This is an optimization exercise on Yosys and OpenROAD, whose aim is small area, not a production implementation. Only simulation tests tie the RTL to the original design; equivalence was not proved.

==> inputs of trial 91 <==
// ym2149
module ym2149
(
	input      [7:0] I_DA,
	output reg [7:0] O_DA,
	output           O_DA_OE_L,
	input            I_A9_L,
	input            I_A8,
	input            I_BDIR,
	input            I_BC2,
	input            I_BC1,
	input            I_SEL_L,
	output reg [9:0] O_AUDIO,
	input      [7:0] I_IOA,
	output     [7:0] O_IOA,
	output           O_IOA_OE_L,
	input      [7:0] I_IOB,
	output     [7:0] O_IOB,
	output           O_IOB_OE_L,
	input            ENA,      
	input            RESET_L,
	input            CLK
);
==> flow/config.mk <==
export PLATFORM = sky130hd
export DESIGN_NAME = ym2149
export DESIGN_NICKNAME = ym2149
export VERILOG_FILES = /design/flow/design.v
export SDC_FILE = /design/flow/constraint.sdc
export NUM_CORES = 4
export LEC_CHECK = 0
export CAP_MARGIN = 20
export CORE_MARGIN = 2
export CORE_UTILIZATION = 30
export CTS_BUF_LIST = sky130_fd_sc_hd__clkbuf_4 sky130_fd_sc_hd__clkbuf_8
export PLACE_DENSITY = 0.34
export SLEW_MARGIN = 20
export SYNTH_MEMORY_MAX_BITS = 65536
==> flow/constraint.sdc <==
create_clock -name core_clock -period 20.0 [get_ports {CLK}]
set_input_delay 4.0000 -clock core_clock [delete_from_list [all_inputs] [get_ports {CLK}]]
set_output_delay 4.0000 -clock core_clock [all_outputs]
set_load 0.01 [all_outputs]
standard.sh (not shown) runs the stock make flow with config.mk's settings and CLKGATE_MAP_FILE= SYNTH_SCRIPT=/design/flow/synth_recipe.tcl, a recipe that flattens the netlist after the stock synthesis.
==> flow/flow/run.sh <==
#!/bin/bash
# Own layout flow: the standard layout (standard.sh) with one change. Its synthesis
# (synth_recipe.tcl, ORFS's synth.tcl) maps the logic with the area-oriented ABC script
# flow/abc.script instead of ORFS's speed script. Everything else, the registers included,
# is the standard synthesis and layout.
set -euo pipefail
W=$(pwd)
sed "s#log_cmd abc {\*}\$abc_args#log_cmd abc {*}[lreplace \$abc_args 1 1 $W/flow/abc.script]#" \
  "$FLOW_HOME/scripts/synth.tcl" > "$W/own_synth_body.tcl"
grep -q "flow/abc.script" "$W/own_synth_body.tcl"
sed "s#source \$::env(SCRIPTS_DIR)/synth.tcl#source $W/own_synth_body.tcl#" synth_recipe.tcl > "$W/own_synth.tcl"
grep -q "own_synth_body.tcl" "$W/own_synth.tcl"
bash standard.sh SYNTH_SCRIPT="$W/own_synth.tcl" finish > "$W/flow_make.log" 2>&1
==> flow/flow/abc.script <==
strash
&get -n
&dch -f
&nf -a -R 1000
&put
==> inputs of build 47, as changes to trial 91 <==
- CORE_UTILIZATION: 30 -> 35
- PLACE_DENSITY: 0.34 -> 0.45
==> inputs of build 77, as changes to trial 91 <==
--- a/flow/design.v
+++ b/flow/design.v
@@ -1,9 +1,10 @@
 module ym2149_vol_table
 (
+	input             CLK,
 	input      [11:0] ADDR,
-	output     [9:0]  DATA
+	output reg [9:0]  DATA
 );
 	wire [7:0] k;
 	wire [9:0] v;
 	wire g_n100;
 	wire g_n101;
@@ -10431,11 +10432,12 @@
 	assign f_n4735 = f_n4641 & f_n4701;
 	assign f_n4736 = f_n4716 & f_n4735;
 	assign f_n4737 = f_n4734 & f_n4736;
 	assign f_n4738 = f_n4420 & f_n4578;
 	assign v[0] = ~f_n4737 | ~f_n4738;
-	assign DATA = v;
+	always @(posedge CLK)
+		DATA <= v;
 endmodule
 module ym2149
 (
 	input      [7:0] I_DA,
 	output reg [7:0] O_DA,
@@ -10460,12 +10462,11 @@
 	reg  [3:0]  cnt_div;
 	reg         noise_div;
 	reg         ena_div;
 	reg         ena_div_noise;
 	reg  [16:0] poly17;
-	reg  [3:0]  addr;          
-	reg         addr_hi_zero;  
+	reg  [7:0]  addr;
 	reg         busctrl_addr;
 	reg         busctrl_we;
 	reg         busctrl_re;
 	reg  [7:0]  regs [0:15];
 	wire        env_reset;
@@ -10478,21 +10479,19 @@
 	reg  [15:0] env_gen_cnt;
 	reg         env_ena;
 	reg         env_hold;
 	reg         env_inc;
 	reg  [4:0]  env_vol;
-	wire [11:0] vol_table_in;
+	reg  [11:0] vol_table_in;
 	wire [9:0]  vol_table_out;
-	reg  [9:0]  vol_table_val;  
-	reg  [9:0]  vol_table_rd;   
 	integer i;
 	reg cs;
 	always @(*) begin
 		busctrl_addr = 1'b0;
 		busctrl_we = 1'b0;
 		busctrl_re = 1'b0;
-		cs = (I_A9_L == 1'b0) && (I_A8 == 1'b1) && addr_hi_zero;
+		cs = (I_A9_L == 1'b0) && (I_A8 == 1'b1) && (addr[7:4] == 4'b0000);
 		case({I_BDIR, I_BC2, I_BC1})
 			3'b001: busctrl_addr = 1'b1;
 			3'b011: busctrl_re = cs;
 			3'b100: busctrl_addr = 1'b1;
 			3'b110: busctrl_we = cs;
@@ -10500,30 +10499,27 @@
 			default: ;
 		endcase
 	end
 	assign O_DA_OE_L = ~busctrl_re;
 	always @(posedge CLK) begin
-		if(!RESET_L) begin
-			addr <= 4'd0;
-			addr_hi_zero <= 1'b1;
-		end else if(busctrl_addr) begin
-			addr <= I_DA[3:0];
-			addr_hi_zero <= (I_DA[7:4] == 4'b0000);
-		end
+		if(!RESET_L)
+			addr <= 8'd0;
+		else if(busctrl_addr)
+			addr <= I_DA;
 	end
 	always @(posedge CLK) begin
 		if(!RESET_L) begin
 			for(i = 0; i < 16; i = i + 1)
 				regs[i] <= 8'd0;
 		end else if(busctrl_we)
-			regs[addr] <= I_DA;
+			regs[addr[3:0]] <= I_DA;
 	end
-	assign env_reset = busctrl_we && (addr == 4'hD);
+	assign env_reset = busctrl_we && (addr[3:0] == 4'hD);
 	always @(*) begin
 		O_DA = 8'hFF;
 		if(busctrl_re) begin
-			case(addr)
+			case(addr[3:0])
 				4'h0: O_DA = regs[0];
 				4'h1: O_DA = {4'b0000, regs[1][3:0]};
 				4'h2: O_DA = regs[2];
 				4'h3: O_DA = {4'b0000, regs[3][3:0]};
 				4'h4: O_DA = regs[4];
@@ -10681,31 +10677,34 @@
 	end
 	wire [2:0] chan_mixed;
 	assign chan_mixed[0] = (regs[7][0] | tone_gen_op[1]) & (regs[7][3] | noise_gen_op);
 	assign chan_mixed[1] = (regs[7][1] | tone_gen_op[2]) & (regs[7][4] | noise_gen_op);
 	assign chan_mixed[2] = (regs[7][2] | tone_gen_op[3]) & (regs[7][5] | noise_gen_op);
-	assign vol_table_in[3:0]  = chan_mixed[0] ? ((regs[8][4] == 1'b0) ? regs[8][3:0] : env_vol[4:1]) : 4'h0;
-	assign vol_table_in[7:4]  = chan_mixed[1] ? ((regs[9][4] == 1'b0) ? regs[9][3:0] : env_vol[4:1]) : 4'h0;
-	assign vol_table_in[11:8] = chan_mixed[2] ? ((regs[10][4] == 1'b0) ? regs[10][3:0] : env_vol[4:1]) : 4'h0;
+	always @(posedge CLK) begin
+		if(!RESET_L)
+			vol_table_in <= 12'h000;
+		else if(ENA) begin
+			vol_table_in <= 12'h000;
+			if(chan_mixed[0])
+				vol_table_in[3:0] <= (regs[8][4] == 1'b0) ? regs[8][3:0] : env_vol[4:1];
+			if(chan_mixed[1])
+				vol_table_in[7:4] <= (regs[9][4] == 1'b0) ? regs[9][3:0] : env_vol[4:1];
+			if(chan_mixed[2])
+				vol_table_in[11:8] <= (regs[10][4] == 1'b0) ? regs[10][3:0] : env_vol[4:1];
+		end
+	end
 	ym2149_vol_table u_vol_table
 	(
+		.CLK(CLK),
 		.ADDR(vol_table_in),
 		.DATA(vol_table_out)
 	);
 	always @(posedge CLK) begin
 		if(!RESET_L)
-			vol_table_val <= 10'd0;
-		else if(ENA)
-			vol_table_val <= vol_table_out;
-	end
-	always @(posedge CLK)
-		vol_table_rd <= vol_table_val;
-	always @(posedge CLK) begin
-		if(!RESET_L)
 			O_AUDIO <= 10'b0000000000;
 		else
-			O_AUDIO <= vol_table_rd;
+			O_AUDIO <= vol_table_out;
 	end
 	assign O_IOA = regs[14];
 	assign O_IOA_OE_L = ~regs[7][6];
 	assign O_IOB = regs[15];
 	assign O_IOB_OE_L = ~regs[7][7];
- CORE_UTILIZATION: 30 -> 50
- PLACE_DENSITY: 0.34 -> 0.6
==> summary of the runs <==
- Build 47 never finished: it broke off in 5_1_grt. Build 77 ended with an error in 5_1_grt (GRT-0116). Trial 91 ended with an error in 5_1_grt (GRT-0116).
- Synthesized cell count: build 47 is higher than build 77 (about 0.64%).
- Of trial 91 and build 77, build 77 has the higher synthesized area (gap about 0.35%, measured against build 77).
==> figures <==
| metric | trial 91 | build 77 | build 47 |
|---|---|---|---|
| Part of the Yosys area used for sequential elements | 22.5% | 22.8% | 22.5% |
| Post-Place Cell Area | 31100 µm² | 29900 µm² | 30800 µm² |
| Avg Synthesized Cell Area | 6.90 µm² | 6.97 µm² | 6.90 µm² |
| Synth Area in Adders | 4.26% | 4.24% | 4.26% |
| Total of warnings raised by yosys | 4 | 5 | 4 |
| Gpl congestion | 1.40 | 1.90 | 1.47 |
| Cells after Synth | 3774 | 3750 | 3774 |
| Post-synth top area share | 11.5% | 11.5% | 11.5% |
| Number of clock buffers inserted by TritonCTS | 45 | 44 | 42 |
| Complex-gate fraction of the synthesized area | 40.5% | 40.6% | 40.5% |
| Die height | 299 µm | 233 µm | 277 µm |
| Post-synth cell types | 60 | 58 | 60 |
| Summed instance area of the synthesized netlist | 26000 µm² | 26100 µm² | 26000 µm² |
| Placed Cells incl. Taps | 5356 | 4787 | 5161 |
| Clk sink count | 243 | 248 | 243 |
| Row count | 108 | 83 | 99 |
| Share of synthesized cell area in and, or, nand and nor gates | 28.8% | 27.9% | 28.8% |
| Result of the run | stopped before the end | stopped before the end | stopped before the end |
| Failing step | 5_1_grt | 5_1_grt | 5_1_grt |
